Optimization exercise on an open flow, not production practice. RTL: at most simulated, not proved equivalent. Function not checked: run 1. Power: default activity.

===== flow/run.sh =====
#!/bin/bash
# synth_recipe.tcl (not shown) runs the flow's synth.tcl, then flattens the netlist and writes it again
# the make line also repeats each setting of config.mk as NAME=value (left out here)
make -C /OpenROAD-flow-scripts/flow DESIGN_CONFIG=/design/flow/config.mk WORK_HOME=/design/flow/orfs CLKGATE_MAP_FILE= SYNTH_SCRIPT=/design/flow/synth_recipe.tcl finish

===== flow/constraint.sdc =====
create_clock -name core_clock -period 5.0 [get_ports {clk}]
set_input_delay 1.0000 -clock core_clock [delete_from_list [all_inputs] [get_ports {clk}]]
set_output_delay 1.0000 -clock core_clock [all_outputs]
set_load 0.01 [all_outputs]

===== flow/config.mk =====
export PLATFORM = sky130hd
export DESIGN_NAME = sysarray_flat
export DESIGN_NICKNAME = sysarray_flat
export VERILOG_FILES = /design/flow/design.v
export SDC_FILE = /design/flow/constraint.sdc
export NUM_CORES = 4
export LEC_CHECK = 0
export CAP_MARGIN = 20
export CORE_MARGIN = 2
export CORE_UTILIZATION = 40
export SLEW_MARGIN = 20
export SYNTH_HIERARCHICAL = 1
export SYNTH_MINIMUM_KEEP_SIZE = 0

===== flow/design.v =====
`default_nettype none
`timescale 1ns/1ns
module pe (
    input  logic        clk,
    input  logic        rst,
    input  logic        clr,
    input  logic [7:0]  a_in,
    input  logic [7:0]  b_in,
    output logic [17:0] acc_out
);
    logic [17:0] rx, ry, sum;
    logic pp0_0;
    logic pp0_1;
    logic pp0_2;
    logic pp0_3;
    logic pp0_4;
    logic pp0_5;
    logic pp0_6;
    logic pp0_7;
    logic pp1_0;
    logic pp1_1;
    logic pp1_2;
    logic pp1_3;
    logic pp1_4;
    logic pp1_5;
    logic pp1_6;
    logic pp1_7;
    logic pp2_0;
    logic pp2_1;
    logic pp2_2;
    logic pp2_3;
    logic pp2_4;
    logic pp2_5;
    logic pp2_6;
    logic pp2_7;
    logic pp3_0;
    logic pp3_1;
    logic pp3_2;
    logic pp3_3;
    logic pp3_4;
    logic pp3_5;
    logic pp3_6;
    logic pp3_7;
    logic pp4_0;
    logic pp4_1;
    logic pp4_2;
    logic pp4_3;
    logic pp4_4;
    logic pp4_5;
    logic pp4_6;
    logic pp4_7;
    logic pp5_0;
    logic pp5_1;
    logic pp5_2;
    logic pp5_3;
    logic pp5_4;
    logic pp5_5;
    logic pp5_6;
    logic pp5_7;
    logic pp6_0;
    logic pp6_1;
    logic pp6_2;
    logic pp6_3;
    logic pp6_4;
    logic pp6_5;
    logic pp6_6;
    logic pp6_7;
    logic pp7_0;
    logic pp7_1;
    logic pp7_2;
    logic pp7_3;
    logic pp7_4;
    logic pp7_5;
    logic pp7_6;
    logic pp7_7;
    logic ha_s0;
    logic ha_c0;
    logic fa_s0;
    logic fa_c0;
    logic ha_s1;
    logic ha_c1;
    logic fa_s1;
    logic fa_c1;
    logic fa_s2;
    logic fa_c2;
    logic ha_s2;
    logic ha_c2;
    logic fa1_s0;
    logic fa1_c0;
    logic fa_s3;
    logic fa_c3;
    logic fa_s4;
    logic fa_c4;
    logic fa_s5;
    logic fa_c5;
    logic fa_s6;
    logic fa_c6;
    logic fa_s7;
    logic fa_c7;
    logic ha_s3;
    logic ha_c3;
    logic fa_s8;
    logic fa_c8;
    logic ha_s4;
    logic ha_c4;
    logic fa_s9;
    logic fa_c9;
    logic fa_s10;
    logic fa_c10;
    logic fa_s11;
    logic fa_c11;
    logic fa_s12;
    logic fa_c12;
    logic fa_s13;
    logic fa_c13;
    logic fa_s14;
    logic fa_c14;
    logic fa_s15;
    logic fa_c15;
    logic fa_s16;
    logic fa_c16;
    logic fa_s17;
    logic fa_c17;
    logic fa_s18;
    logic fa_c18;
    logic fa_s19;
    logic fa_c19;
    logic fa_s20;
    logic fa_c20;
    logic fa_s21;
    logic fa_c21;
    logic fa_s22;
    logic fa_c22;
    logic fa_s23;
    logic fa_c23;
    logic ha_s5;
    logic ha_c5;
    logic fa_s24;
    logic fa_c24;
    logic fa_s25;
    logic fa_c25;
    logic fa_s26;
    logic fa_c26;
    logic fa_s27;
    logic fa_c27;
    logic fa_s28;
    logic fa_c28;
    logic fa_s29;
    logic fa_c29;
    logic fa_s30;
    logic fa_c30;
    logic fa_s31;
    logic fa_c31;
    logic fa_s32;
    logic fa_c32;
    logic fa_s33;
    logic fa_c33;
    logic fa_s34;
    logic fa_c34;
    logic ha_s6;
    logic ha_c6;
    logic fa_s35;
    logic fa_c35;
    logic fa_s36;
    logic fa_c36;
    logic fa_s37;
    logic fa_c37;
    logic fa_s38;
    logic fa_c38;
    logic fa_s39;
    logic fa_c39;
    logic fa_s40;
    logic fa_c40;
    logic fa_s41;
    logic fa_c41;
    logic fa_s42;
    logic fa_c42;
    logic fa_s43;
    logic fa_c43;
    logic fa_s44;
    logic fa_c44;
    logic fa_s45;
    logic fa_c45;
    logic fa_s46;
    logic fa_c46;
    logic fa_s47;
    logic fa_c47;
    logic inv_s0;
    logic inv_c0;
    logic inv_s1;
    logic inv_c1;
    logic inv_s2;
    logic inv_c2;
    logic cpc0;
    logic cpc1;
    logic cpc2;
    logic cpc3;
    logic cpc4;
    logic cpc5;
    logic cpc6;
    logic cpc7;
    logic cpc8;
    logic cpc9;
    logic cpc10;
    logic cpc11;
    logic cpc12;
    logic cpc13;
    logic cpc14;
    logic cpc15;
    logic cpc16;
    logic cpc17;
    assign pp0_0 = a_in[0] & b_in[0];
    assign pp0_1 = a_in[0] & b_in[1];
    assign pp0_2 = a_in[0] & b_in[2];
    assign pp0_3 = a_in[0] & b_in[3];
    assign pp0_4 = a_in[0] & b_in[4];
    assign pp0_5 = a_in[0] & b_in[5];
    assign pp0_6 = a_in[0] & b_in[6];
    assign pp0_7 = ~(a_in[0] & b_in[7]);
    assign pp1_0 = a_in[1] & b_in[0];
    assign pp1_1 = a_in[1] & b_in[1];
    assign pp1_2 = a_in[1] & b_in[2];
    assign pp1_3 = a_in[1] & b_in[3];
    assign pp1_4 = a_in[1] & b_in[4];
    assign pp1_5 = a_in[1] & b_in[5];
    assign pp1_6 = a_in[1] & b_in[6];
    assign pp1_7 = ~(a_in[1] & b_in[7]);
    assign pp2_0 = a_in[2] & b_in[0];
    assign pp2_1 = a_in[2] & b_in[1];
    assign pp2_2 = a_in[2] & b_in[2];
    assign pp2_3 = a_in[2] & b_in[3];
    assign pp2_4 = a_in[2] & b_in[4];
    assign pp2_5 = a_in[2] & b_in[5];
    assign pp2_6 = a_in[2] & b_in[6];
    assign pp2_7 = ~(a_in[2] & b_in[7]);
    assign pp3_0 = a_in[3] & b_in[0];
    assign pp3_1 = a_in[3] & b_in[1];
    assign pp3_2 = a_in[3] & b_in[2];
    assign pp3_3 = a_in[3] & b_in[3];
    assign pp3_4 = a_in[3] & b_in[4];
    assign pp3_5 = a_in[3] & b_in[5];
    assign pp3_6 = a_in[3] & b_in[6];
    assign pp3_7 = ~(a_in[3] & b_in[7]);
    assign pp4_0 = a_in[4] & b_in[0];
    assign pp4_1 = a_in[4] & b_in[1];
    assign pp4_2 = a_in[4] & b_in[2];
    assign pp4_3 = a_in[4] & b_in[3];
    assign pp4_4 = a_in[4] & b_in[4];
    assign pp4_5 = a_in[4] & b_in[5];
    assign pp4_6 = a_in[4] & b_in[6];
    assign pp4_7 = ~(a_in[4] & b_in[7]);
    assign pp5_0 = a_in[5] & b_in[0];
    assign pp5_1 = a_in[5] & b_in[1];
    assign pp5_2 = a_in[5] & b_in[2];
    assign pp5_3 = a_in[5] & b_in[3];
    assign pp5_4 = a_in[5] & b_in[4];
    assign pp5_5 = a_in[5] & b_in[5];
    assign pp5_6 = a_in[5] & b_in[6];
    assign pp5_7 = ~(a_in[5] & b_in[7]);
    assign pp6_0 = a_in[6] & b_in[0];
    assign pp6_1 = a_in[6] & b_in[1];
    assign pp6_2 = a_in[6] & b_in[2];
    assign pp6_3 = a_in[6] & b_in[3];
    assign pp6_4 = a_in[6] & b_in[4];
    assign pp6_5 = a_in[6] & b_in[5];
    assign pp6_6 = a_in[6] & b_in[6];
    assign pp6_7 = ~(a_in[6] & b_in[7]);
    assign pp7_0 = ~(a_in[7] & b_in[0]);
    assign pp7_1 = ~(a_in[7] & b_in[1]);
    assign pp7_2 = ~(a_in[7] & b_in[2]);
    assign pp7_3 = ~(a_in[7] & b_in[3]);
    assign pp7_4 = ~(a_in[7] & b_in[4]);
    assign pp7_5 = ~(a_in[7] & b_in[5]);
    assign pp7_6 = ~(a_in[7] & b_in[6]);
    assign pp7_7 = a_in[7] & b_in[7];
    ha u_ha_s0 (.x(acc_out[5]), .y(pp0_5), .s(ha_s0), .c(ha_c0));
    fa u_fa_s0 (.x(acc_out[6]), .y(pp0_6), .z(pp1_5), .s(fa_s0), .c(fa_c0));
    ha u_ha_s1 (.x(pp2_4), .y(pp3_3), .s(ha_s1), .c(ha_c1));
    fa u_fa_s1 (.x(acc_out[7]), .y(pp0_7), .z(pp1_6), .s(fa_s1), .c(fa_c1));
    fa u_fa_s2 (.x(pp2_5), .y(pp3_4), .z(pp4_3), .s(fa_s2), .c(fa_c2));
    ha u_ha_s2 (.x(pp5_2), .y(pp6_1), .s(ha_s2), .c(ha_c2));
    assign fa1_s0 = ~(acc_out[8] ^ pp1_7);
    assign fa1_c0 = acc_out[8] | pp1_7;
    fa u_fa_s3 (.x(pp2_6), .y(pp3_5), .z(pp4_4), .s(fa_s3), .c(fa_c3));
    fa u_fa_s4 (.x(pp5_3), .y(pp6_2), .z(pp7_1), .s(fa_s4), .c(fa_c4));
    fa u_fa_s5 (.x(acc_out[9]), .y(pp2_7), .z(pp3_6), .s(fa_s5), .c(fa_c5));
    fa u_fa_s6 (.x(pp4_5), .y(pp5_4), .z(pp6_3), .s(fa_s6), .c(fa_c6));
    fa u_fa_s7 (.x(acc_out[10]), .y(pp3_7), .z(pp4_6), .s(fa_s7), .c(fa_c7));
    ha u_ha_s3 (.x(acc_out[3]), .y(pp0_3), .s(ha_s3), .c(ha_c3));
    fa u_fa_s8 (.x(acc_out[4]), .y(pp0_4), .z(pp1_3), .s(fa_s8), .c(fa_c8));
    ha u_ha_s4 (.x(pp2_2), .y(pp3_1), .s(ha_s4), .c(ha_c4));
    fa u_fa_s9 (.x(pp1_4), .y(pp2_3), .z(pp3_2), .s(fa_s9), .c(fa_c9));
    fa u_fa_s10 (.x(pp4_1), .y(pp5_0), .z(ha_s0), .s(fa_s10), .c(fa_c10));
    fa u_fa_s11 (.x(pp4_2), .y(pp5_1), .z(pp6_0), .s(fa_s11), .c(fa_c11));
    fa u_fa_s12 (.x(ha_c0), .y(ha_s1), .z(fa_s0), .s(fa_s12), .c(fa_c12));
    fa u_fa_s13 (.x(pp7_0), .y(ha_c1), .z(ha_s2), .s(fa_s13), .c(fa_c13));
    fa u_fa_s14 (.x(fa_c0), .y(fa_s1), .z(fa_s2), .s(fa_s14), .c(fa_c14));
    fa u_fa_s15 (.x(ha_c2), .y(fa1_s0), .z(fa_c1), .s(fa_s15), .c(fa_c15));
    fa u_fa_s16 (.x(fa_c2), .y(fa_s3), .z(fa_s4), .s(fa_s16), .c(fa_c16));
    fa u_fa_s17 (.x(pp7_2), .y(fa1_c0), .z(fa_c3), .s(fa_s17), .c(fa_c17));
    fa u_fa_s18 (.x(fa_c4), .y(fa_s5), .z(fa_s6), .s(fa_s18), .c(fa_c18));
    fa u_fa_s19 (.x(pp5_5), .y(pp6_4), .z(pp7_3), .s(fa_s19), .c(fa_c19));
    fa u_fa_s20 (.x(fa_c5), .y(fa_c6), .z(fa_s7), .s(fa_s20), .c(fa_c20));
    fa u_fa_s21 (.x(acc_out[11]), .y(pp4_7), .z(pp5_6), .s(fa_s21), .c(fa_c21));
    fa u_fa_s22 (.x(pp6_5), .y(pp7_4), .z(fa_c7), .s(fa_s22), .c(fa_c22));
    fa u_fa_s23 (.x(acc_out[12]), .y(pp5_7), .z(pp6_6), .s(fa_s23), .c(fa_c23));
    ha u_ha_s5 (.x(acc_out[2]), .y(pp0_2), .s(ha_s5), .c(ha_c5));
    fa u_fa_s24 (.x(pp1_2), .y(pp2_1), .z(pp3_0), .s(fa_s24), .c(fa_c24));
    fa u_fa_s25 (.x(pp4_0), .y(ha_c3), .z(ha_s4), .s(fa_s25), .c(fa_c25));
    fa u_fa_s26 (.x(ha_c4), .y(fa_c8), .z(fa_s9), .s(fa_s26), .c(fa_c26));
    fa u_fa_s27 (.x(fa_c9), .y(fa_s11), .z(fa_c10), .s(fa_s27), .c(fa_c27));
    fa u_fa_s28 (.x(fa_c11), .y(fa_s13), .z(fa_c12), .s(fa_s28), .c(fa_c28));
    fa u_fa_s29 (.x(fa_c13), .y(fa_c14), .z(fa_s15), .s(fa_s29), .c(fa_c29));
    fa u_fa_s30 (.x(fa_c15), .y(fa_c16), .z(fa_s17), .s(fa_s30), .c(fa_c30));
    fa u_fa_s31 (.x(fa_s19), .y(fa_c17), .z(fa_c18), .s(fa_s31), .c(fa_c31));
    fa u_fa_s32 (.x(fa_c19), .y(fa_s21), .z(fa_c20), .s(fa_s32), .c(fa_c32));
    fa u_fa_s33 (.x(pp7_5), .y(fa_c21), .z(fa_s23), .s(fa_s33), .c(fa_c33));
    fa u_fa_s34 (.x(acc_out[13]), .y(pp6_7), .z(pp7_6), .s(fa_s34), .c(fa_c34));
    ha u_ha_s6 (.x(acc_out[1]), .y(pp0_1), .s(ha_s6), .c(ha_c6));
    fa u_fa_s35 (.x(pp1_1), .y(pp2_0), .z(ha_s5), .s(fa_s35), .c(fa_c35));
    fa u_fa_s36 (.x(ha_c5), .y(ha_s3), .z(fa_s24), .s(fa_s36), .c(fa_c36));
    fa u_fa_s37 (.x(fa_c24), .y(fa_s8), .z(fa_s25), .s(fa_s37), .c(fa_c37));
    fa u_fa_s38 (.x(fa_c25), .y(fa_s10), .z(fa_s26), .s(fa_s38), .c(fa_c38));
    fa u_fa_s39 (.x(fa_c26), .y(fa_s12), .z(fa_s27), .s(fa_s39), .c(fa_c39));
    fa u_fa_s40 (.x(fa_s14), .y(fa_c27), .z(fa_s28), .s(fa_s40), .c(fa_c40));
    fa u_fa_s41 (.x(fa_s16), .y(fa_c28), .z(fa_s29), .s(fa_s41), .c(fa_c41));
    fa u_fa_s42 (.x(fa_s18), .y(fa_c29), .z(fa_s30), .s(fa_s42), .c(fa_c42));
    fa u_fa_s43 (.x(fa_s20), .y(fa_c30), .z(fa_s31), .s(fa_s43), .c(fa_c43));
    fa u_fa_s44 (.x(fa_s22), .y(fa_c31), .z(fa_s32), .s(fa_s44), .c(fa_c44));
    fa u_fa_s45 (.x(fa_c22), .y(fa_s33), .z(fa_c32), .s(fa_s45), .c(fa_c45));
    fa u_fa_s46 (.x(fa_c23), .y(fa_s34), .z(fa_c33), .s(fa_s46), .c(fa_c46));
    fa u_fa_s47 (.x(acc_out[14]), .y(pp7_7), .z(fa_c34), .s(fa_s47), .c(fa_c47));
    assign inv_s0 = ~acc_out[15];
    assign inv_c0 = acc_out[15];
    assign inv_s1 = ~acc_out[16];
    assign inv_c1 = acc_out[16];
    assign inv_s2 = ~acc_out[17];
    assign inv_c2 = acc_out[17];
    assign rx = {inv_c1, inv_c0, inv_s0, fa_s47, fa_s46, fa_c44, fa_c43, fa_c42, fa_c41, fa_c40, fa_c39, fa_c38, fa_c37, fa_c36, fa_c35, ha_c6, pp1_0, acc_out[0]};
    assign ry = {inv_s2, inv_s1, fa_c47, fa_c46, fa_c45, fa_s45, fa_s44, fa_s43, fa_s42, fa_s41, fa_s40, fa_s39, fa_s38, fa_s37, fa_s36, fa_s35, ha_s6, pp0_0};
    ha u_cpa0 (.x(acc_out[0]), .y(pp0_0), .s(sum[0]), .c(cpc0));
    fa u_cpa1 (.x(pp1_0), .y(ha_s6), .z(cpc0), .s(sum[1]), .c(cpc1));
    fa u_cpa2 (.x(ha_c6), .y(fa_s35), .z(cpc1), .s(sum[2]), .c(cpc2));
    fa u_cpa3 (.x(fa_c35), .y(fa_s36), .z(cpc2), .s(sum[3]), .c(cpc3));
    fa u_cpa4 (.x(fa_c36), .y(fa_s37), .z(cpc3), .s(sum[4]), .c(cpc4));
    fa u_cpa5 (.x(fa_c37), .y(fa_s38), .z(cpc4), .s(sum[5]), .c(cpc5));
    fa u_cpa6 (.x(fa_c38), .y(fa_s39), .z(cpc5), .s(sum[6]), .c(cpc6));
    fa u_cpa7 (.x(fa_c39), .y(fa_s40), .z(cpc6), .s(sum[7]), .c(cpc7));
    fa u_cpa8 (.x(fa_c40), .y(fa_s41), .z(cpc7), .s(sum[8]), .c(cpc8));
    fa u_cpa9 (.x(fa_c41), .y(fa_s42), .z(cpc8), .s(sum[9]), .c(cpc9));
    fa u_cpa10 (.x(fa_c42), .y(fa_s43), .z(cpc9), .s(sum[10]), .c(cpc10));
    fa u_cpa11 (.x(fa_c43), .y(fa_s44), .z(cpc10), .s(sum[11]), .c(cpc11));
    fa u_cpa12 (.x(fa_c44), .y(fa_s45), .z(cpc11), .s(sum[12]), .c(cpc12));
    fa u_cpa13 (.x(fa_s46), .y(fa_c45), .z(cpc12), .s(sum[13]), .c(cpc13));
    fa u_cpa14 (.x(fa_s47), .y(fa_c46), .z(cpc13), .s(sum[14]), .c(cpc14));
    fa u_cpa15 (.x(inv_s0), .y(fa_c47), .z(cpc14), .s(sum[15]), .c(cpc15));
    fa u_cpa16 (.x(inv_c0), .y(inv_s1), .z(cpc15), .s(sum[16]), .c(cpc16));
    fa u_cpa17 (.x(inv_c1), .y(inv_s2), .z(cpc16), .s(sum[17]), .c(cpc17));
    always_ff @(posedge clk) begin
        if (rst || clr) acc_out <= '0;
        else            acc_out <= sum;
    end
endmodule
module fa (
    input  logic x,
    input  logic y,
    input  logic z,
    output logic s,
    output logic c
);
    assign s = x ^ y ^ z;
    assign c = (x & y) | (x & z) | (y & z);
endmodule
module ha (
    input  logic x,
    input  logic y,
    output logic s,
    output logic c
);
    assign s = x ^ y;
    assign c = x & y;
endmodule
`default_nettype none
`timescale 1ns/1ns
module sysarray (
    input  logic               clk,
    input  logic               rst,
    input  logic               clr,
    input  logic [2:0][7:0]    left,
    input  logic [2:0][7:0]    top,
    output logic [8:0][17:0]   out
);
    logic [2:0][2:0][7:0] a_in;   
    logic [2:0][2:0][7:0] b_in;   
    genvar r, c;
    generate
        for (r = 0; r < 3; r++) begin : g_row
            assign a_in[r][0] = left[r];
            assign b_in[0][r] = top[r];
            for (c = 0; c < 3; c++) begin : g_col
                if (c < 2) begin : g_hop
                    logic [7:0] a_q, b_q;
                    always_ff @(posedge clk) begin
                        if (rst) begin
                            a_q <= '0;
                            b_q <= '0;
                        end else begin
                            a_q <= a_in[r][c];
                            b_q <= b_in[c][r];
                        end
                    end
                    assign a_in[r][c+1] = a_q;
                    assign b_in[c+1][r] = b_q;
                end
                pe u_pe (
                    .clk(clk),
                    .rst(rst),
                    .clr(clr),
                    .a_in(a_in[r][c]),
                    .b_in(b_in[r][c]),
                    .acc_out(out[3*r+c])
                );
            end
        end
    endgenerate
endmodule
`default_nettype none
`timescale 1ns/1ns
module sysarray_flat (
    input  wire         clk,
    input  wire         rst,
    input  wire         clr,
    input  wire [23:0]  a_left,
    input  wire [23:0]  b_top,
    output wire [161:0] acc_out
);
    sysarray u_arr (
        .clk(clk),
        .rst(rst),
        .clr(clr),
        .left(a_left),
        .top(b_top),
        .out(acc_out)
    );
endmodule

==> results of run 1 <==
-- through the flow --
stage | power, mW | cell area, um^2 | std cells | setup TNS [ns]
3_3_place_gp | 9.183 | 29500 | 3098 | -124.54
2_1_floorplan | 7.236 | 24940 | 1885 | -85.98
4_1_cts | 12.38 | 30980 | 3172 | -80.83
5_1_grt | 13.29 | 31120 | 3173 | -88.02
6_report | 12.12 | 31120 | 3173 | -79.67
3_5_place_dp | 9.402 | 29500 | 3098 | -129.13
-- worst max-delay path: stages --
cell     delay [ns]
buf_8          0.10
and2_4         0.16
ha_4           0.25
fa_1           0.43
fa_2           0.37
fa_2           0.40
fa_2           0.35
fa_2           0.35
fa_2           0.35
fa_2           0.36
fa_2           0.35
fa_2           0.34
fa_2           0.38
fa_2           0.35
fa_2           0.34
fa_2           0.35
fa_2           0.34
fa_2           0.35
fa_2           0.40
fa_1           0.46
nor3b_2        0.16
-- report_power, final --
part | internal [mW] | switching, mW
combinational | 3.80 | 2.86
sequential | 2.38 | 0.271
clock | 1.74 | 1.06
-- registers in the layout, summed over array words and instances, names as in the netlist --
signal and flops:
u_arr.g_row.g_col.u_pe.acc_out 162, u_arr.g_row.g_col.g_hop.a_q 48, u_arr.g_row.g_col.g_hop.b_q 48
-- cells in the final DEF (no fill, tap or decap), types with 13 or more instances in the layout --
cell type,instances
and2_1,417
and2_4,42
buf_4,295
clkbuf_16,39
clkdlybuf4s50_1,175
dfxtp_1,239
dfxtp_2,13
fa_1,436
fa_2,149
ha_1,61
ha_4,17
inv_1,54
nand2_1,117
nor2b_1,96
nor3b_1,63
nor3b_2,99
-- what timing repair did --
action	in CTS	in global routing
setup buffers	6	1
pin swaps	50	31
endpoints found under the setup margin	72	67
gates cloned	0	0
gates resized for setup	171	45
-- metal layers --
metal | up-vias | wire (um)
met3 | 97 | 2467
met1 | 7979 | 24520
met5 | - | 0
met2 | 277 | 30030
met4 | 0 | 1825
li1 | 6796 | -
-- per-module statistics from Yosys (local to each module, per instance), excerpt --
| module | flops+latches | cells | cell area (um^2) |
|---|---|---|---|
| ha | 0 | 1 | 12.51 |
| fa | 0 | 1 | 20.02 |
| sysarray | 96 | 202 | 2600 |
| pe | 18 | 114 | 1025 |
-- layout make-up --
class	instances	area (um^2)	share of cell area (%)
clock inverter	18	220.2	0.7077
sequential	258	5204	16.72
timing repair buffer	511	4380	14.08
clock buffer	50	1087	3.494
tap	782	978.4	3.144
inverter	54	202.7	0.6514
multi-input combinational	1500	19050	61.20
-- logic make-up (layout without fill, tap and decap cells) --
| family | Yosys count | in the layout | synth area share, % |
|---|---|---|---|
| buffers and inverters | 127 | 633 | 3.958 |
| and+or+nand+nor | 834 | 834 | 22.83 |
| DFF | 258 | 258 | 21.14 |
| adders and majority gates | 666 | 666 | 52.08 |
-- worst max path at each step --
stage | start | to | slack, ns
global route | b_top[2] | u_arr.g_row[0].g_col[0].u_pe.acc_out[17] | -2.70
floorplan | a_left[1] | u_arr.g_row[0].g_col[0].u_pe.acc_out[17] | -2.71
detailed placement | a_left[0] | u_arr.g_row[0].g_col[0].u_pe.acc_out[17] | -3.61
CTS | b_top[2] | u_arr.g_row[0].g_col[0].u_pe.acc_out[17] | -2.61
finish | b_top[2] | u_arr.g_row[0].g_col[0].u_pe.acc_out[17] | -2.55
global placement | a_left[0] | u_arr.g_row[0].g_col[0].u_pe.acc_out[17] | -3.51
==> results.cfg, run 1 <==
[timing]
rsz0062_at_grt = yes
hold_ws_ns = 0.6048
worst_slack_ns = -2.551
hold_violations = 0
fmax_ghz = 0.1324
slew_headroom_pct = 38.75
finalSetupViolCount = 64
finalClockSkew_ns = 0.01905
maxSlewViolCount = 0
period_share_pct = 151.0
tightest_slew_ns = 0.9187
period_minus_slack_ns = 7.551

[final_layout]
antennaDiodeCount = 0
final_util_pct = 51.56
nFillCells = 5278
nets = 3079
drive_above_1_share_pct = 30.07
area_growth_syn_to_layout_pct = 27.35

[clocking]
cts_buffers = 37
clk_pin_slew_worst_paths_ns = 0.06
clock_latency_ns = 0.56
htree_levels = 2
clock-sinks = 258
cts_tree = built
ctsLongestPathBuffers = 3
cts_hold_buf = 0
root_buffer = clkbuf_16

[power]
power.density_mw_per_mm2 = 389.3
p_leak_nw = 13.24
ir_drop_uv = 320.7

[setup_path]
r2r_setup_slack_ns = -2.35
r2r-end = u_arr.g_row[1].g_col[0].u_pe.acc_out[17]
path_class = input port to flip-flop
reg2reg_depth = 20
arrival_ns = 7.95
required_ns = 5.40
crit_fanout = 5
r2r-start = u_arr.g_row[0].g_col[0].g_hop.b_q[2]
cp-end-kind = flip-flop
start_kind = input port

[global_routing]
grt_first_pass_wirelength_um = 97880
grt_util_all_layers_pct = 19.73
use_met3_pct = 3.396
use_met2_pct = 33.92
top_usage_layer = met2
grt_max_degree = 104
antenna_found_initial = 0
grt_overflow = 0
grt_util_met1_pct = 25.14
grt_pass1_vias = 18312

[synth]
avgSynthCellArea_um2 = 12.96
ys_types = 13
synth_edf_count = 0
seq_area_frac_synth_pct = 21.14
yosys.area.top_type = fa_1
syn-instance-count = 1885
synth_area_leaders = fa_1 (48%), dfxtp_1 (21%), and2_1 (12%)
ys_warn_count = 8
synth_fp_nets = 2602
ys_async_sr_fraction_pct = 0
synth.most_common_cell = fa_1
yosys-top-cells-count = fa_1 (585), and2_1 (459), dfxtp_1 (258), nand2_1 (117), nor2b_1 (96)
syn_area_mm2 = 0.02443
post-synth-top-area-fraction_pct = 47.93
synth-seq-cells = 258
synth-main-ff-cell = dfxtp_1

[placed_design]
post-place-ws_ns = -3.613
port_buffers = 212
dp.final_hpwl_um = 48340
gp_congestion = 0.9386

[worst_hold_path]
hp-class = flip-flop to flip-flop
holdPathStages = 2
whs_endpoint = u_arr.g_row[0].g_col[1].g_hop.a_q[4]
min_from = u_arr.g_row[0].g_col[0].g_hop.a_q[4]

[routing]
vias = 15149
dr.pass1.iters = 4
routedWlPerCell_um = 18.55
drc = 0
final_antenna_net_count = 0
via_per_inst = 4.774
wirelength_um = 58850
drtIter0Drc = 449

[run]
max_cap_viol_count = 0

[floorplanning]
core_area_mm2 = 0.06036
dieArea_mm2 = 0.06308
boundaryPins = 213
start_util_pct = 40.48
num_rows = 90
die_h_um = 251.2
die_w_um = 251.2

[outcome]
violations = negative setup slack
status = finished with violations
==> run 2: changes to the inputs <==
--- a/flow/design.v
+++ b/flow/design.v
@@ -191,24 +191,6 @@
     logic inv_c1;
     logic inv_s2;
     logic inv_c2;
-    logic cpc0;
-    logic cpc1;
-    logic cpc2;
-    logic cpc3;
-    logic cpc4;
-    logic cpc5;
-    logic cpc6;
-    logic cpc7;
-    logic cpc8;
-    logic cpc9;
-    logic cpc10;
-    logic cpc11;
-    logic cpc12;
-    logic cpc13;
-    logic cpc14;
-    logic cpc15;
-    logic cpc16;
-    logic cpc17;
     assign pp0_0 = a_in[0] & b_in[0];
     assign pp0_1 = a_in[0] & b_in[1];
     assign pp0_2 = a_in[0] & b_in[2];
@@ -338,24 +320,7 @@
     assign inv_c2 = acc_out[17];
     assign rx = {inv_c1, inv_c0, inv_s0, fa_s47, fa_s46, fa_c44, fa_c43, fa_c42, fa_c41, fa_c40, fa_c39, fa_c38, fa_c37, fa_c36, fa_c35, ha_c6, pp1_0, acc_out[0]};
     assign ry = {inv_s2, inv_s1, fa_c47, fa_c46, fa_c45, fa_s45, fa_s44, fa_s43, fa_s42, fa_s41, fa_s40, fa_s39, fa_s38, fa_s37, fa_s36, fa_s35, ha_s6, pp0_0};
-    ha u_cpa0 (.x(acc_out[0]), .y(pp0_0), .s(sum[0]), .c(cpc0));
-    fa u_cpa1 (.x(pp1_0), .y(ha_s6), .z(cpc0), .s(sum[1]), .c(cpc1));
-    fa u_cpa2 (.x(ha_c6), .y(fa_s35), .z(cpc1), .s(sum[2]), .c(cpc2));
-    fa u_cpa3 (.x(fa_c35), .y(fa_s36), .z(cpc2), .s(sum[3]), .c(cpc3));
-    fa u_cpa4 (.x(fa_c36), .y(fa_s37), .z(cpc3), .s(sum[4]), .c(cpc4));
-    fa u_cpa5 (.x(fa_c37), .y(fa_s38), .z(cpc4), .s(sum[5]), .c(cpc5));
-    fa u_cpa6 (.x(fa_c38), .y(fa_s39), .z(cpc5), .s(sum[6]), .c(cpc6));
-    fa u_cpa7 (.x(fa_c39), .y(fa_s40), .z(cpc6), .s(sum[7]), .c(cpc7));
-    fa u_cpa8 (.x(fa_c40), .y(fa_s41), .z(cpc7), .s(sum[8]), .c(cpc8));
-    fa u_cpa9 (.x(fa_c41), .y(fa_s42), .z(cpc8), .s(sum[9]), .c(cpc9));
-    fa u_cpa10 (.x(fa_c42), .y(fa_s43), .z(cpc9), .s(sum[10]), .c(cpc10));
-    fa u_cpa11 (.x(fa_c43), .y(fa_s44), .z(cpc10), .s(sum[11]), .c(cpc11));
-    fa u_cpa12 (.x(fa_c44), .y(fa_s45), .z(cpc11), .s(sum[12]), .c(cpc12));
-    fa u_cpa13 (.x(fa_s46), .y(fa_c45), .z(cpc12), .s(sum[13]), .c(cpc13));
-    fa u_cpa14 (.x(fa_s47), .y(fa_c46), .z(cpc13), .s(sum[14]), .c(cpc14));
-    fa u_cpa15 (.x(inv_s0), .y(fa_c47), .z(cpc14), .s(sum[15]), .c(cpc15));
-    fa u_cpa16 (.x(inv_c0), .y(inv_s1), .z(cpc15), .s(sum[16]), .c(cpc16));
-    fa u_cpa17 (.x(inv_c1), .y(inv_s2), .z(cpc16), .s(sum[17]), .c(cpc17));
+    assign sum = rx + ry;
     always_ff @(posedge clk) begin
         if (rst || clr) acc_out <= '0;
         else            acc_out <= sum;
--- a/flow/config.mk
+++ b/flow/config.mk
@@ -8,6 +8,7 @@
 export CAP_MARGIN = 20
 export CORE_MARGIN = 2
 export CORE_UTILIZATION = 40
+export SETUP_SLACK_MARGIN = 1.0
 export SLEW_MARGIN = 20
 export SYNTH_HIERARCHICAL = 1
 export SYNTH_MINIMUM_KEEP_SIZE = 0
==> run 2 against run 1 <==
Now clean on timing, DRC and antenna. Synthesized cell count rose by 48%. First-iteration DRC count rose by 130%. Critical path depth fell by 8. Cell count rose by 27%. Count of clock-buffer cells in the layout rose by 3. Core utilization fell by 1.6 points. Final area rose by 13%. Wire length rose by 34%. Clock skew fell by 0.00098 ns.
==> results.cfg, run 2 <==
[synth]
yosys-top-cells-count = and2_1 (477), fa_1 (441), dfxtp_1 (258), ha_1 (225), nand2_1 (198)
ys_async_sr_fraction_pct = 0
syn_area_mm2 = 0.02845
synth-main-ff-cell = dfxtp_1
avgSynthCellArea_um2 = 10.18
synth-simple-area-share_pct = 22.14
synth_top_family_by_area = adder cells
yosys.area.top_type = fa_1
seq_area_frac_synth_pct = 18.15
synth.most_common_cell = and2_1
ys_types = 49
synth_edf_count = 0
synth_fp_nets = 3511
syn-instance-count = 2794
post-synth-top-area-fraction_pct = 31.03
synth_area_leaders = fa_1 (31%), dfxtp_1 (18%), and2_1 (10%)
synthAdderAreaFrac_pct = 40.92
synth_compound_area_share_pct = 12.23
synthXorXnorAreaFrac_pct = 2.493
synth-seq-cells = 258
synthMuxAreaShare_pct = 0.9498
ys_warn_count = 8

[outcome]
status = timing/DRC/antenna clean

[clocking]
cts_tree = built
root_buffer = clkbuf_16
ctsLongestPathBuffers = 3
cts_hold_buf = 0
htree_levels = 2
cts_buffers = 36
clk_pin_slew_worst_paths_ns = 0.05
clock_latency_ns = 0.55
clock-sinks = 258

[timing]
rsz0062_at_grt = yes
hold_ws_ns = 0.5341
hold_violations = 0
fmax_ghz = 0.2450
slew_headroom_pct = 25.98
finalClockSkew_ns = 0.01807
maxSlewViolCount = 0
finalSetupViolCount = 0
tightest_slew_ns = 1.110
worst_slack_ns = 0.9180
period_minus_slack_ns = 4.082
period_share_pct = 81.64
finalSetupTns_ns = 0

[final_layout]
final_util_pct = 49.95
nets = 3799
top_register = u_arr.g_row.g_col.u_pe.acc_out
final_common_cell = and2_1
mostFrequentLayoutCells = and2_1 (427), fa_1 (352), nand2_1 (197), dfxtp_1 (186), clkdlybuf4s50_1 (162)
drive_above_1_share_pct = 23.07
area_growth_syn_to_layout_pct = 23.36
largest_register_ffs = 162
nFillCells = 6370
stdcell_area_mm2 = 0.03510
reg.largest.list = u_arr.g_row.g_col.u_pe.acc_out x162, u_arr.g_row.g_col.g_hop.a_q x48, u_arr.g_row.g_col.g_hop.b_q x48
antennaDiodeCount = 0

[routing]
dr.pass1.iters = 5
routedWlPerCell_um = 19.47
vias = 21374
final_antenna_net_count = 0
via_per_inst = 5.285
drtIter0Drc = 1042
wirelength_um = 78750
drc = 0

[global_routing]
antenna_found_initial = 7
grt_first_pass_wirelength_um = 126100
grt_overflow = 0
grt_pass1_vias = 23025
grt_max_degree = 56
grt_util_all_layers_pct = 21.47

[placed_design]
port_buffers = 212
dp.final_hpwl_um = 61790
place_area_mm2 = 0.03265
gp_congestion = 0.8763
post-place-ws_ns = -0.03858

[power]
ir_drop_uv = 334.1
p_leak_nw = 14.57
power.density_mw_per_mm2 = 564.1

[setup_path]
arrival_ns = 4.50
cp-end-kind = flip-flop
crit_fanout = 5
required_ns = 5.41
path_class = input port to flip-flop
start_kind = input port

[run]
max_cap_viol_count = 0

[floorplanning]
core_area_mm2 = 0.07027
boundaryPins = 213
num_rows = 97
die_w_um = 270.7
dieArea_mm2 = 0.07329
start_util_pct = 40.49
die_h_um = 270.7

[worst_hold_path]
hp-class = flip-flop to flip-flop
## run 2: metrics by stage
stage / total power [mW] / std cells
5_1_grt: 21.38 / 4044
3_5_place_dp: 15.71 / 3943
2_1_floorplan: 12.83 / 2794
4_1_cts: 18.88 / 4025
6_report: 19.80 / 4044
3_3_place_gp: 15.61 / 3943
## run 2: logic make-up after synthesis
kind of cell             count (synthesis)
AO/OA/AOI/OAI                          441
adder cells (fa/ha/maj)                666
buffers and inverters                  190
XOR/XNOR                                81
AND/OR/NAND/NOR                       1131
flip-flops                             258
multiplexers                            27
## run 2: metal layers
| layer | share of wire, % | global-route usage [%] | wire length, um |
|---|---|---|---|
| met5 | 0.065 | 0 | 51 |
| met4 | 2.2 | 4.972 | 1703 |
| met3 | 4.7 | 3.666 | 3732 |
| met2 | 49 | 36.50 | 38790 |
| met1 | 44 | 28.50 | 34470 |
## run 2: power breakdown
part	switching (mW)	total, mW	internal (mW)
Clock	0.983	2.48	1.50
Sequential	0.401	2.81	2.40
Combinational	7.38	14.5	7.13
## run 2: final timing paths
kind	start	to	slack, ns	cells past startpoint
hold reg to reg	u_arr.g_row[2].g_col[0].g_hop.a_q[3]	u_arr.g_row[2].g_col[1].g_hop.a_q[3]	0.53	1
setup reg to reg	u_arr.g_row[0].g_col[0].g_hop.b_q[1]	u_arr.g_row[1].g_col[0].u_pe.acc_out[13]	0.98	12
hold / removal	u_arr.g_row[2].g_col[0].g_hop.a_q[3]	u_arr.g_row[2].g_col[1].g_hop.a_q[3]	0.53	1
setup / recovery	a_left[14]	u_arr.g_row[1].g_col[0].u_pe.acc_out[13]	0.92	13
## run 2: Yosys stat by module, one instance, submodules excluded, a selection
| module | flip-flops and latches | cells |
|---|---|---|
| fa | 0 | 1 |
| ha | 0 | 1 |
| pe | 18 | 233 |
| sysarray | 96 | 202 |
## run 2: area by class of cell
type,instances,area (um^2),area share (%)
Clock buffer,53,1056,3.008
Clock inverter,7,60.06,0.1711
Inverter,99,371.6,1.059
Multi-Input combinational cell,2346,24130,68.73
Sequential cell,258,5330,15.18
Tap cell,940,1176,3.351
Timing Repair Buffer,341,2982,8.494
## run 2: critical path, stage by stage
cell and delay (ns):
buf_2 0.14, and2_4 0.17, fa_1 0.48, fa_2 0.43, fa_2 0.59, fa_2 0.46
ha_4 0.32, buf_6 0.11, nand4_1 0.20, nor2_2 0.24, a211o_1 0.17, xnor2_1 0.12
nor2_1 0.06
## run 2: timing repair
action | in CTS | in global routing
setup buffers | 21 | 19
endpoints found under the hold margin | 0 | 0
gates resized for setup | 294 | 275
pin swaps | 97 | 178
cloned | 1 | 0
endpoints found under the setup margin | 88 | 77
==> run 3: changes to the inputs <==
--- a/flow/config.mk
+++ b/flow/config.mk
@@ -8,7 +8,7 @@
 export CAP_MARGIN = 20
 export CORE_MARGIN = 2
 export CORE_UTILIZATION = 40
-export SETUP_SLACK_MARGIN = 1.0
+export SETUP_SLACK_MARGIN = 0.5
 export SLEW_MARGIN = 20
 export SYNTH_HIERARCHICAL = 1
 export SYNTH_MINIMUM_KEEP_SIZE = 0
==> run 3 against run 2 <==
Cell count up 1.4%. Largest power group unchanged. Still clean on timing, DRC and antenna. Die area unchanged. Via count up 0.80%. Critical path depth down 1. Critical endpoint is now u_arr.g_row[1].g_col[0].u_pe.acc_out[16]. Sequential share of layout area about the same. Largest cell class unchanged.
==> results.cfg, run 3 <==
[run]
max_cap_viol_count = 0

[synth]
yosys-top-cells-count = and2_1 (477), fa_1 (441), dfxtp_1 (258), ha_1 (225), nand2_1 (198)
ys_warn_count = 8
syn-instance-count = 2794
ys_async_sr_fraction_pct = 0
synth-main-ff-cell = dfxtp_1
post-synth-top-area-fraction_pct = 31.03
synth.most_common_cell = and2_1
synth_fp_nets = 3511
seq_area_frac_synth_pct = 18.15
ys_types = 49
synth_edf_count = 0
avgSynthCellArea_um2 = 10.18
syn_area_mm2 = 0.02845
synth_area_leaders = fa_1 (31%), dfxtp_1 (18%), and2_1 (10%)
yosys.area.top_type = fa_1
synth-seq-cells = 258

[timing]
rsz0062_at_grt = yes
finalSetupTns_ns = 0
fmax_ghz = 0.2271
hold_ws_ns = 0.5545
finalSetupViolCount = 0
period_minus_slack_ns = 4.403
maxSlewViolCount = 0
hold_violations = 0
finalClockSkew_ns = 0.02917
slew_headroom_pct = 52.99
period_share_pct = 88.07
tightest_slew_ns = 0.7051

[routing]
final_antenna_net_count = 0
via_per_inst = 5.253
dr.pass1.iters = 5
drc = 0
routedWlPerCell_um = 18.92
wirelength_um = 77590
vias = 21544
drtIter0Drc = 877

[floorplanning]
core_area_mm2 = 0.07027
dieArea_mm2 = 0.07329
die_h_um = 270.7
die_w_um = 270.7
start_util_pct = 40.49
boundaryPins = 213
num_rows = 97

[setup_path]
required_ns = 5.48
arrival_ns = 4.88
start_kind = input port
r2r-end = u_arr.g_row[1].g_col[1].u_pe.acc_out[16]
reg2reg_depth = 11
r2r_setup_slack_ns = 0.73
cp-end-kind = flip-flop
r2r-start = u_arr.g_row[1].g_col[0].g_hop.b_q[3]
path_class = input port to flip-flop
crit_fanout = 4

[final_layout]
drive_above_1_share_pct = 12.75
nFillCells = 6483
mostFrequentLayoutCells = and2_1 (476), fa_1 (434), dfxtp_1 (243), ha_1 (210), nand2_1 (198)
nets = 3853
stdcell_area_mm2 = 0.03417
largest_register_ffs = 162
reg.largest.list = u_arr.g_row.g_col.u_pe.acc_out x162, u_arr.g_row.g_col.g_hop.a_q x48, u_arr.g_row.g_col.g_hop.b_q x48
final_common_cell = and2_1
area_growth_syn_to_layout_pct = 20.07
final_util_pct = 48.62
top_register = u_arr.g_row.g_col.u_pe.acc_out

[global_routing]
grt_pass1_vias = 23724
grt_first_pass_wirelength_um = 126100
grt_overflow = 0
grt_util_all_layers_pct = 21.34
antenna_found_initial = 1
grt_max_degree = 48

[clocking]
cts_hold_buf = 0
htree_levels = 2
clk_pin_slew_worst_paths_ns = 0.06
root_buffer = clkbuf_16
clock_latency_ns = 0.56
ctsLongestPathBuffers = 3
cts_buffers = 38
cts_tree = built
clock-sinks = 258

[worst_hold_path]
holdPathStages = 1
whs_endpoint = u_arr.g_row[2].g_col[1].g_hop.a_q[5]
hp-class = flip-flop to flip-flop
min_from = u_arr.g_row[2].g_col[0].g_hop.a_q[5]

[placed_design]
port_buffers = 212
place_area_mm2 = 0.03257
dp.final_hpwl_um = 62810
gp_congestion = 0.8950

[outcome]
status = timing/DRC/antenna clean

[power]
power.density_mw_per_mm2 = 547.1
p_leak_nw = 14.95
ir_drop_uv = 487.9
[run 3: cell counts after synthesis]
Identical to the previous run, type by type.
[run 3: cell type report]
| type | instances | area (um^2) | share of cell area [%] |
|---|---|---|---|
| diodes | 1 | 2.502 | 0.007324 |
| clock buffers | 51 | 1091 | 3.193 |
| clock inverters | 13 | 133.9 | 0.3918 |
| inverters | 99 | 371.6 | 1.088 |
| multi-input cells | 2346 | 22720 | 66.49 |
| flip-flops and latches | 258 | 5184 | 15.17 |
| well taps | 940 | 1176 | 3.442 |
| repair buffers | 393 | 3490 | 10.21 |
[run 3: critical path, cell delays in order]
cell and delay (ns):
clkdlybuf4s50_1 0.53, nand2_1 0.10, fa_1 0.51, fa_1 0.47, fa_1 0.57, fa_1 0.43, ha_1 0.35, buf_4 0.16
o211ai_2 0.09, a31oi_4 0.08, a2111oi_4 0.38, mux2i_1 0.21
[run 3: worst max path at each step]
stage | startpoint | endpoint | cells past startpoint
finish | a_left[8] | u_arr.g_row[1].g_col[0].u_pe.acc_out[16] | 12
global route | a_left[8] | u_arr.g_row[1].g_col[0].u_pe.acc_out[17] | 12
CTS | b_top[20] | u_arr.g_row[0].g_col[2].u_pe.acc_out[17] | 12
detailed placement | b_top[23] | u_arr.g_row[0].g_col[2].u_pe.acc_out[15] | 12
global placement | a_left[19] | u_arr.g_row[2].g_col[0].u_pe.acc_out[12] | 13
floorplan | a_left[7] | u_arr.g_row[0].g_col[0].u_pe.acc_out[16] | 13
[run 3: modules after synthesis (local to each module, per instance), excerpt]
module    copies in the design  cell area, um^2  cells inside  flops+latches
ha                          63            12.51             1              0
fa                         432            20.02             1              0
pe                           9             1824           233             18
sysarray                     1             2600           202             96
[run 3: stage by stage]
stage / power [mW] / std cells / setup slack (ns)
floorplan: 11.43 / 2794 / 0.4865
global placement: 15.29 / 4033 / -0.2036
detailed placement: 15.39 / 4033 / -0.2879
CTS: 18.33 / 4098 / 0.5008
global route: 20.35 / 4101 / 0.4695
finish: 18.69 / 4101 / 0.5967
[run 3: routing by layer]
layer	share of wire [%]	global-route usage, %
met3	4.5	3.488
met5	0	0
met4	3.2	6.790
met1	44	27.58
met2	49	36.44
[run 3: kinds of logic (layout without fill, tap and decap cells)]
group / count (synthesis) / after routing / share of synthesized area [%]
mux: 27 / 27 / 0.9498
simple gates: 1131 / 1131 / 22.14
compound gates: 441 / 441 / 12.23
other cells: 0 / 1 / 0
flops: 258 / 258 / 18.15
xor+xnor: 81 / 81 / 2.493
buf+inv: 190 / 556 / 3.122
fa+ha+maj: 666 / 666 / 40.92
[run 3: report_power, final]
part | leakage, nW | switching [mW] | internal, mW | total (mW)
Sequential | 2.12 | 0.388 | 2.41 | 2.80
Clock | 0.598 | 1.07 | 1.63 | 2.70
Combinational | 12.2 | 6.81 | 6.38 | 13.2
[run 3: what timing repair did]
action,4_1_cts,5_1_grt
pin swaps,10,32
setup buffers,1,2
hold endpoints to repair,0,0
endpoints found under the setup margin,34,47
gates resized for setup,34,82
==> run 4: changes to the inputs <==
--- a/flow/config.mk
+++ b/flow/config.mk
@@ -8,7 +8,7 @@
 export CAP_MARGIN = 20
 export CORE_MARGIN = 2
 export CORE_UTILIZATION = 40
-export SETUP_SLACK_MARGIN = 0.5
+export SETUP_SLACK_MARGIN = 2.0
 export SLEW_MARGIN = 20
 export SYNTH_HIERARCHICAL = 1
 export SYNTH_MINIMUM_KEEP_SIZE = 0
==> run 4 against run 3 <==
Still clean. Die area is the same. Total power grew 24%. Cell count grew 2.0%. Via count grew 2.8%. Final area grew 15%. Synthesized cell count is the same. Setup slack gained 0.44 ns. Flip-flop and latch count is the same. Wire length grew 7.0%. Count of clock-buffer cells in the layout grew 1. Worst hold slack lost 0.029 ns. Critical path depth is the same. Largest power group unchanged.
==> results.cfg, run 4 <==
[run]
max_cap_viol_count = 0

[clocking]
cts_hold_buf = 0
cts_buffers = 37
htree_levels = 2
root_buffer = clkbuf_16
clk_pin_slew_worst_paths_ns = 0.06
clock-sinks = 258
ctsLongestPathBuffers = 3
clock_latency_ns = 0.56
cts_tree = built

[synth]
synth-seq-cells = 258
ys_async_sr_fraction_pct = 0
ys_types = 49
ys_warn_count = 8
yosys-top-cells-count = and2_1 (477), fa_1 (441), dfxtp_1 (258), ha_1 (225), nand2_1 (198)
avgSynthCellArea_um2 = 10.18
synth_edf_count = 0
syn_area_mm2 = 0.02845
synth_fp_nets = 3511
synth.most_common_cell = and2_1
post-synth-top-area-fraction_pct = 31.03
synth_area_leaders = fa_1 (31%), dfxtp_1 (18%), and2_1 (10%)
seq_area_frac_synth_pct = 18.15
yosys.area.top_type = fa_1
synth-main-ff-cell = dfxtp_1
syn-instance-count = 2794

[timing]
worst_slack_ns = 1.040
finalSetupTns_ns = 0
fmax_ghz = 0.2526
hold_violations = 0
tightest_slew_ns = 1.100
slew_headroom_pct = 26.68
period_minus_slack_ns = 3.960
maxSlewViolCount = 0
finalSetupViolCount = 0
period_share_pct = 79.19
finalClockSkew_ns = 0.02179
rsz0062_at_grt = yes

[setup_path]
start_kind = input port
path_class = input port to flip-flop
required_ns = 5.47
r2r_setup_slack_ns = 1.15
cp-end-kind = flip-flop
arrival_ns = 4.43
crit_fanout = 5

[final_layout]
fin_cells = 4181
nets = 3925
largest_register_ffs = 162
mostFrequentLayoutCells = and2_1 (320), fa_1 (287), buf_4 (189), nand2_1 (186), dfxtp_1 (168)
top_register = u_arr.g_row.g_col.u_pe.acc_out
reg.largest.list = u_arr.g_row.g_col.u_pe.acc_out x162, u_arr.g_row.g_col.g_hop.a_q x48, u_arr.g_row.g_col.g_hop.b_q x48
area_growth_syn_to_layout_pct = 37.87
final_common_cell = and2_1
nFillCells = 5931
drive_above_1_share_pct = 39.20

[routing]
drc = 0
via_per_inst = 5.300
vias = 22158
drtIter0Drc = 888
final_antenna_net_count = 0
wirelength_um = 82990
dr.pass1.iters = 5
routedWlPerCell_um = 19.85

[floorplanning]
start_util_pct = 40.49
dieArea_mm2 = 0.07329
die_h_um = 270.7
boundaryPins = 213
die_w_um = 270.7
core_area_mm2 = 0.07027
num_rows = 97

[placed_design]
dp.final_hpwl_um = 63060
placed_cells = 3927
port_buffers = 212
post-place-ws_ns = -0.02916
gp_congestion = 0.8850

[worst_hold_path]
hp-class = flip-flop to flip-flop

[global_routing]
grt_util_all_layers_pct = 22.34
grt_first_pass_wirelength_um = 131800
grt_max_degree = 84
antenna_found_initial = 2
grt_pass1_vias = 24580
grt_overflow = 0

[power]
power.density_mw_per_mm2 = 589.3
ir_drop_uv = 479.2
p_leak_nw = 15.60

[outcome]
status = timing/DRC/antenna clean
-- run 4: changes by cell type in the layout (fill, tap and decap cells not counted), moves of 67 or more --
cell	change
a21oi_1	-67
fa_2	+147
ha_1	-106
dfxtp_1	-75
ha_4	+97
and2_1	-156
buf_6	+86
and2_4	+156
fa_1	-147
-- run 4: modules after synthesis (local to each module, per instance), excerpt --
module	times used	flops+latches
fa	432	0
ha	63	0
pe	9	18
sysarray	1	96
-- run 4: worst paths after layout --
kind	start	to	cells past startpoint
worst min-delay path	u_arr.g_row[2].g_col[0].g_hop.a_q[3]	u_arr.g_row[2].g_col[1].g_hop.a_q[3]	1
worst min register to register	u_arr.g_row[2].g_col[0].g_hop.a_q[3]	u_arr.g_row[2].g_col[1].g_hop.a_q[3]	1
worst max-delay path	a_left[9]	u_arr.g_row[1].g_col[0].u_pe.acc_out[16]	12
worst max register to register	u_arr.g_row[0].g_col[1].g_hop.a_q[3]	u_arr.g_row[0].g_col[2].u_pe.acc_out[14]	10
-- run 4: critical path: stages --
cell and delay (ns):
buf_8 0.10, and2_4 0.13, fa_1 0.50, fa_2 0.36, fa_2 0.53, fa_1 0.46, ha_4 0.30, o21a_1 0.14
o211ai_2 0.23, a31oi_4 0.08, a2111oi_4 0.38, mux2i_1 0.21
-- run 4: power by group --
group	total, mW	leakage, nW	switching, mW	internal, mW
registers	2.80	2.17	0.406	2.40
logic	17.5	12.8	8.66	8.80
clock network	2.85	0.637	1.06	1.79
-- run 4: layout make-up --
cell class | count | area (um^2) | area share [%]
diodes | 4 | 10.01 | 0.02552
well taps | 940 | 1176 | 2.998
clock buffers | 52 | 1095 | 2.791
inverters | 99 | 371.6 | 0.9472
multi-input cells | 2346 | 26560 | 67.70
clock inverters | 16 | 219.0 | 0.5581
repair buffers | 466 | 4387 | 11.18
flip-flops and latches | 258 | 5413 | 13.80
-- run 4: metrics by stage --
step	hold slack [ns]	total power [mW]	cell area [um^2]	utilization [%]
3_5_place_dp	0.5383	16.35	33690	47.95
3_3_place_gp	0.5392	16.25	33690	47.95
5_1_grt	0.5381	24.72	39220	55.81
4_1_cts	0.5286	21.59	37530	53.41
6_report	0.5253	23.12	39230	55.83
2_1_floorplan	0.4361	13.62	30530	-
-- run 4: per-layer routing --
| layer | share of wire (%) | track usage, % | vias to the layer above |
|---|---|---|---|
| li1 | - | - | 10280 |
| met1 | 43 | 28.58 | 11308 |
| met2 | 51 | 39.00 | 442 |
| met3 | 4.2 | 3.461 | 128 |
| met4 | 2.5 | 6.325 | 0 |
| met5 | 0 | 0 | - |
-- run 4: cells by family (layout without fill, tap and decap cells) --
| logic type | after synthesis | after routing | share of synthesized area [%] |
|---|---|---|---|
| simple gates | 1131 | 1131 | 22.14 |
| fa+ha+maj | 666 | 666 | 40.92 |
| compound gates | 441 | 441 | 12.23 |
| flops | 258 | 258 | 18.15 |
| buf+inv | 190 | 633 | 3.122 |
| xor+xnor | 81 | 81 | 2.493 |
| mux | 27 | 27 | 0.9498 |
| other cells | 0 | 4 | 0 |
-- run 4: repair_timing --
| action | CTS | global route |
|---|---|---|
| setup buffers | 123 | 58 |
| gates cloned | 1 | 0 |
| pin swaps | 350 | 280 |
| resized for setup | 652 | 283 |
| endpoints found under the setup margin | 127 | 118 |
==> run 5: changes to the inputs <==
--- a/flow/config.mk
+++ b/flow/config.mk
@@ -8,7 +8,7 @@
 export CAP_MARGIN = 20
 export CORE_MARGIN = 2
 export CORE_UTILIZATION = 40
-export SETUP_SLACK_MARGIN = 2.0
+export SETUP_SLACK_MARGIN = 1.5
 export SLEW_MARGIN = 20
 export SYNTH_HIERARCHICAL = 1
 export SYNTH_MINIMUM_KEEP_SIZE = 0
==> run 5 against run 4 <==
Final area is 1.9% lower. Sequential power is essentially flat. Critical path type unchanged. Total power fell by 0.21%. Still clean on timing, DRC and antenna. Critical endpoint is now u_arr.g_row[1].g_col[0].u_pe.acc_out[15].
==> results.cfg, run 5 <==
[final_layout]
final_common_cell = and2_1
area_growth_syn_to_layout_pct = 35.27
final_util_pct = 54.77
reg.largest.list = u_arr.g_row.g_col.u_pe.acc_out x162, u_arr.g_row.g_col.g_hop.a_q x48, u_arr.g_row.g_col.g_hop.b_q x48
nets = 3921
largest_register_ffs = 162
antennaDiodeCount = 0
drive_above_1_share_pct = 36.38
mostFrequentLayoutCells = and2_1 (348), fa_1 (297), buf_4 (215), nand2_1 (189), dfxtp_1 (167)
top_register = u_arr.g_row.g_col.u_pe.acc_out

[floorplanning]
num_rows = 97
die_w_um = 270.7
boundaryPins = 213
dieArea_mm2 = 0.07329
core_area_mm2 = 0.07027
start_util_pct = 40.49
die_h_um = 270.7

[synth]
synthAdderAreaFrac_pct = 40.92
synth-simple-area-share_pct = 22.14
ys_types = 49
synthXorXnorAreaFrac_pct = 2.493
synthMuxAreaShare_pct = 0.9498
synth-main-ff-cell = dfxtp_1
yosys-top-cells-count = and2_1 (477), fa_1 (441), dfxtp_1 (258), ha_1 (225), nand2_1 (198)
avgSynthCellArea_um2 = 10.18
synth_area_leaders = fa_1 (31%), dfxtp_1 (18%), and2_1 (10%)
synth_top_family_by_area = adder cells
syn_area_mm2 = 0.02845
ys_async_sr_fraction_pct = 0
syn-instance-count = 2794
ys_warn_count = 8
yosys.area.top_type = fa_1
synth-seq-cells = 258
seq_area_frac_synth_pct = 18.15
synth.most_common_cell = and2_1
synth_edf_count = 0
synth_compound_area_share_pct = 12.23
post-synth-top-area-fraction_pct = 31.03
synth_fp_nets = 3511

[timing]
slew_headroom_pct = 28.33
hold_ws_ns = 0.5269
tightest_slew_ns = 1.075
rsz0062_at_grt = yes
period_share_pct = 78.97
period_minus_slack_ns = 3.948
maxSlewViolCount = 0
hold_violations = 0
finalClockSkew_ns = 0.01935
fmax_ghz = 0.2533
finalSetupViolCount = 0

[setup_path]
cp_slowest_cell = fa_1
r2r-start = u_arr.g_row[0].g_col[1].g_hop.a_q[5]
r2r-end = u_arr.g_row[0].g_col[2].u_pe.acc_out[16]
worst_path_largest_cell_delay_ns = 0.50
cp_num_buf_inv = 4
start_kind = input port
r2r_setup_slack_ns = 1.14
path_class = input port to flip-flop
cp_top_family = adder cells
arrival_ns = 4.37
required_ns = 5.43
crit_fanout = 4
cp-end-kind = flip-flop
crit_top_cell = fa_1
reg2reg_depth = 10
path_cells = buf_8 -> and2_4 -> fa_1 -> fa_2 -> fa_1 -> fa_1 -> ha_4 -> buf_6 -> o211ai_1 -> buf_4 -> nor2_4 -> buf_4 -> a31oi_4 -> nand3_1 -> nor3b_2

[routing]
via_per_inst = 5.334
drtIter0Drc = 894
wirelength_um = 83550
dr.pass1.iters = 7
routedWlPerCell_um = 20.04
vias = 22243
final_antenna_net_count = 0
drc = 0

[power]
p_seq_share_pct = 12.1
power.density_mw_per_mm2 = 599.3
clkPwrFrac_pct = 11.6
p_leak_nw = 15.45
p_comb_share_pct = 76.3
p_sw_mw = 10.28
fin_total_pwr_mw = 23.07
p_int_mw = 12.79
switching_share_pct = 44.55
ir_drop_uv = 478.9

[global_routing]
grt_max_degree = 53
grt_pass1_vias = 24535
antenna_found_initial = 1
grt_util_all_layers_pct = 22.47
grt_first_pass_wirelength_um = 132500
top_usage_layer = met2
use_met2_pct = 39.60
grt_overflow = 0
use_met3_pct = 2.618
grt_util_met1_pct = 28.65

[clocking]
cts_hold_buf = 0
cts_tree = built
clock-sinks = 258
clock_latency_ns = 0.56
cts_buffers = 37
clk_pin_slew_worst_paths_ns = 0.06
ctsLongestPathBuffers = 3
htree_levels = 2
root_buffer = clkbuf_16

[run]
max_cap_viol_count = 0

[placed_design]
port_buffers = 212
dp.final_hpwl_um = 63170
gp_congestion = 0.9246

[worst_hold_path]
hp-class = flip-flop to flip-flop
min_from = u_arr.g_row[2].g_col[0].g_hop.a_q[0]
whs_endpoint = u_arr.g_row[2].g_col[1].g_hop.a_q[0]
holdPathStages = 1

[outcome]
status = timing/DRC/antenna clean
run 5: cell counts after synthesis:
No cell type changed its count.
run 5: what timing repair did:
action                     CTS  global route
pin swaps                  325           303
resized for setup          599           280
setup buffers              106            73
hold endpoints to repair     0             0
setup endpoints to repair  103            96
run 5: how the worst max path moves through the flow:
stage | end | slack [ns] | from | depth (start not counted)
2_1_floorplan | u_arr.g_row[0].g_col[0].u_pe.acc_out[16] | 0.79 | b_top[5] | 11
3_3_place_gp | u_arr.g_row[1].g_col[0].u_pe.acc_out[16] | -0.01 | a_left[14] | 11
3_5_place_dp | u_arr.g_row[1].g_col[0].u_pe.acc_out[12] | -0.07 | a_left[14] | 12
4_1_cts | u_arr.g_row[0].g_col[0].u_pe.acc_out[16] | 1.07 | a_left[0] | 12
5_1_grt | u_arr.g_row[1].g_col[0].u_pe.acc_out[15] | 0.99 | a_left[9] | 15
6_report | u_arr.g_row[1].g_col[0].u_pe.acc_out[15] | 1.05 | a_left[9] | 15
run 5: layer usage:
metal  up-vias  share of wire [%]
li1      10256                  -
met1     11325                 43
met2       502                 51
met3       160                3.4
met4         0                3.1
met5         -                  0
run 5: per-stage QoR:
stage	setup TNS, ns	worst slack, ns	instance area (um^2)	cells
finish	0	1.052	38490	4170
detailed placement	-0.3929	-0.07376	33380	3926
floorplan	0	0.7864	30240	2794
CTS	0	1.069	36660	4097
global route	0	0.9925	38490	4170
global placement	-0.02167	-0.01490	33380	3926
run 5: per-module statistics from Yosys (local to each module, per instance), excerpt:
module / flops+latches / cells inside / area [um^2] / copies in the design
fa: 0 / 1 / 20.02 / 432
ha: 0 / 1 / 12.51 / 63
pe: 18 / 233 / 1824 / 9
sysarray: 96 / 202 / 2600 / 1
run 5: logic make-up (layout without fill, tap and decap cells):
| logic type | after synthesis | in the layout |
|---|---|---|
| fa+ha+maj | 666 | 666 |
| mux | 27 | 27 |
| simple gates | 1131 | 1131 |
| xor+xnor | 81 | 81 |
| buf+inv | 190 | 626 |
| compound gates | 441 | 441 |
| flops | 258 | 258 |
run 5: area by class of cell:
cell class,instances,area [um^2]
multi-input combinational,2346,26070
clock buffer,49,1041
inverter,99,371.6
tap,940,1176
clock inverter,16,156.4
fill,6008,31780
timing repair buffer,462,4258
sequential,258,5421
run 5: power groups by stage:
stage | Combinational, mW | Sequential (mW) | Clock (mW)
floorplan | 10.7 | 2.76 | 0
global placement | 13.1 | 2.87 | 0
detailed placement | 13.3 | 2.86 | 0
global route | 18.9 | 2.83 | 2.84
CTS | 15.7 | 2.81 | 2.75
finish | 17.6 | 2.80 | 2.67
==> run 6: changes to the inputs <==
--- a/flow/config.mk
+++ b/flow/config.mk
@@ -8,7 +8,6 @@
 export CAP_MARGIN = 20
 export CORE_MARGIN = 2
 export CORE_UTILIZATION = 40
-export SETUP_SLACK_MARGIN = 1.5
 export SLEW_MARGIN = 20
 export SYNTH_HIERARCHICAL = 1
 export SYNTH_MINIMUM_KEEP_SIZE = 0
==> run 6 against run 5 <==
Clock skew shrank 0.0048 ns. Synthesized cell count is the same. Still clean on timing, DRC and antenna. Largest power group unchanged. Largest cell class unchanged. Clock power rose by 2%.
==> results.cfg, run 6 <==
[setup_path]
worst_path_largest_cell_delay_ns = 0.54
cp_slowest_cell = clkdlybuf4s50_1
path_cells = clkdlybuf4s50_1 -> and2_1 -> fa_1 -> fa_1 -> fa_1 -> fa_1 -> ha_1 -> and2_1 -> o2111ai_1 -> a31oi_1 -> nor3_1 -> nor3_1
crit_top_cell = fa_1
r2r_setup_slack_ns = 0.61
arrival_ns = 5.17
start_kind = input port
cp_top_family = adder cells
crit_fanout = 7
required_ns = 5.43
r2r-start = u_arr.g_row[1].g_col[0].g_hop.a_q[4]
path_class = input port to flip-flop
reg2reg_depth = 11
r2r-end = u_arr.g_row[1].g_col[1].u_pe.acc_out[16]
cp_num_buf_inv = 1
cp-end-kind = flip-flop

[timing]
period_minus_slack_ns = 4.745
hold_violations = 0
finalSetupTns_ns = 0
maxSlewViolCount = 0
finalClockSkew_ns = 0.01454
finalSetupViolCount = 0
hold_ws_ns = 0.5743
period_share_pct = 94.89
tightest_slew_ns = 1.002
slew_headroom_pct = 33.21
fmax_ghz = 0.2108
rsz0062_at_grt = no

[power]
power.density_mw_per_mm2 = 535.4
p_leak_nw = 14.73
ir_drop_uv = 459.9
fin_total_pwr_mw = 18.05

[final_layout]
final_common_cell = and2_1
reg.largest.list = u_arr.g_row.g_col.u_pe.acc_out x162, u_arr.g_row.g_col.g_hop.a_q x48, u_arr.g_row.g_col.g_hop.b_q x48
nets = 3834
register_area_mm2 = 0.005165
top_register = u_arr.g_row.g_col.u_pe.acc_out
nFillCells = 6540
largest_register_ffs = 162
area_growth_syn_to_layout_pct = 18.49
multi_input_area_mm2 = 0.02240
mostFrequentLayoutCells = and2_1 (477), fa_1 (441), dfxtp_1 (258), ha_1 (225), clkdlybuf4s50_1 (210)
drive_above_1_share_pct = 10.08

[clocking]
root_buffer = clkbuf_16
cts_buffers = 37
ctsLongestPathBuffers = 3
cts_tree = built
cts_setup_buffers = 0
clock_latency_ns = 0.55
clock-sinks = 258
cts_hold_buf = 0
clk_pin_slew_worst_paths_ns = 0.06
htree_levels = 2
ctsResizeCount = 0

[synth]
seq_area_frac_synth_pct = 18.15
synth_fp_nets = 3511
synthXorXnorAreaFrac_pct = 2.493
post-synth-top-area-fraction_pct = 31.03
synthAdderAreaFrac_pct = 40.92
synth_compound_area_share_pct = 12.23
synth_area_leaders = fa_1 (31%), dfxtp_1 (18%), and2_1 (10%)
synthMuxAreaShare_pct = 0.9498
synth-main-ff-cell = dfxtp_1
synth-simple-area-share_pct = 22.14
synth.most_common_cell = and2_1
yosys-top-cells-count = and2_1 (477), fa_1 (441), dfxtp_1 (258), ha_1 (225), nand2_1 (198)
yosys.area.top_type = fa_1
synth-seq-cells = 258
avgSynthCellArea_um2 = 10.18
synth_top_family_by_area = adder cells
syn_area_mm2 = 0.02845
ys_warn_count = 8
syn-instance-count = 2794
ys_async_sr_fraction_pct = 0
synth_edf_count = 0
ys_types = 49

[floorplanning]
core_area_mm2 = 0.07027
num_rows = 97
die_h_um = 270.7
start_util_pct = 40.49
dieArea_mm2 = 0.07329
boundaryPins = 213
die_w_um = 270.7

[routing]
vias = 21349
dr.pass1.iters = 7
final_antenna_net_count = 0
via_per_inst = 5.224
routedWlPerCell_um = 18.95
drtIter0Drc = 891
wirelength_um = 77430
drc = 0

[worst_hold_path]
min_from = u_arr.g_row[1].g_col[2].u_pe.acc_out[0]
whs_endpoint = u_arr.g_row[1].g_col[2].u_pe.acc_out[0]
hp-class = flip-flop to flip-flop
holdPathStages = 2

[global_routing]
grt_util_all_layers_pct = 21.48
grt_max_degree = 58
grt_pass1_vias = 23569
grt_overflow = 0
grt_first_pass_wirelength_um = 126700
antenna_found_initial = 2

[placed_design]
port_buffers = 212
dp.final_hpwl_um = 62910
gp_congestion = 0.9075

[outcome]
status = timing/DRC/antenna clean

[run]
max_cap_viol_count = 0
run 6: cell counts after synthesis:
No cell type changed its count.
run 6: area by class of cell:
| class | count | area share, % |
|---|---|---|
| multi-input combinational | 2346 | 66.44 |
| clock inverter | 12 | 0.2895 |
| antenna | 1 | 0.007422 |
| inverter | 99 | 1.102 |
| timing repair buffer | 375 | 9.938 |
| sequential | 258 | 15.32 |
| clock buffer | 56 | 3.411 |
| tap | 940 | 3.488 |
run 6: worst register-to-register path: stages, from the launching register on:
cell and delay, ns:
dfxtp_1 0.60, and2_1 0.23, fa_1 0.45, fa_1 0.46
fa_1 0.58, fa_1 0.42, ha_1 0.42, a21oi_2 0.28
o21ai_0 0.20, and3_1 0.25, a2111oi_4 0.20, mux2i_1 0.22
run 6: report_power, final:
| group | internal [mW] | switching, mW | leakage, nW |
|---|---|---|---|
| sequential | 2.41 | 0.390 | 2.12 |
| clock | 1.64 | 1.08 | 0.617 |
| combinational | 5.98 | 6.56 | 12.0 |
run 6: Yosys stat by module (local to each module, per instance), a selection:
module | copies in the design | area (um^2) | flip-flops and latches
fa | 432 | 20.02 | 0
ha | 63 | 12.51 | 0
pe | 9 | 1824 | 18
sysarray | 1 | 2600 | 96
run 6: logic make-up (layout without fill, tap and decap cells):
group	Yosys count	count (layout)
other cells	0	1
compound gates	441	441
flops	258	258
fa+ha+maj	666	666
buf+inv	190	542
simple gates	1131	1131
mux	27	27
xor+xnor	81	81
run 6: metrics by stage:
step,instance area (um^2),util [%],worst slack (ns),instances
final,33710,47.98,0.2555,4087
after global placement,32460,46.20,-0.2212,4018
after detailed placement,32460,46.20,-0.3210,4018
after floorplan,28450,-,0.4020,2794
after global routing,33710,47.98,0.04831,4087
after CTS,33710,47.97,0.2831,4086
run 6: how the worst max path moves through the flow:
| stage | to | slack (ns) | cells after the start | start |
|---|---|---|---|---|
| after floorplan | u_arr.g_row[0].g_col[0].u_pe.acc_out[16] | 0.40 | 13 | a_left[7] |
| after global routing | u_arr.g_row[0].g_col[1].u_pe.acc_out[15] | 0.05 | 12 | b_top[13] |
| after CTS | u_arr.g_row[0].g_col[2].u_pe.acc_out[12] | 0.28 | 12 | b_top[21] |
| final | u_arr.g_row[0].g_col[2].u_pe.acc_out[12] | 0.26 | 12 | b_top[21] |
| after detailed placement | u_arr.g_row[0].g_col[2].u_pe.acc_out[12] | -0.32 | 12 | b_top[21] |
| after global placement | u_arr.g_row[0].g_col[2].u_pe.acc_out[12] | -0.22 | 12 | b_top[22] |
run 6: layer usage:
metal,up-vias,wire (um),track usage [%],part of all wire [%]
met5,-,0,0,0
met1,10761,33570,27.42,43
met4,0,2149,6.514,2.8
li1,10065,-,-,-
met2,411,38540,37.05,50
met3,112,3170,3.781,4.1
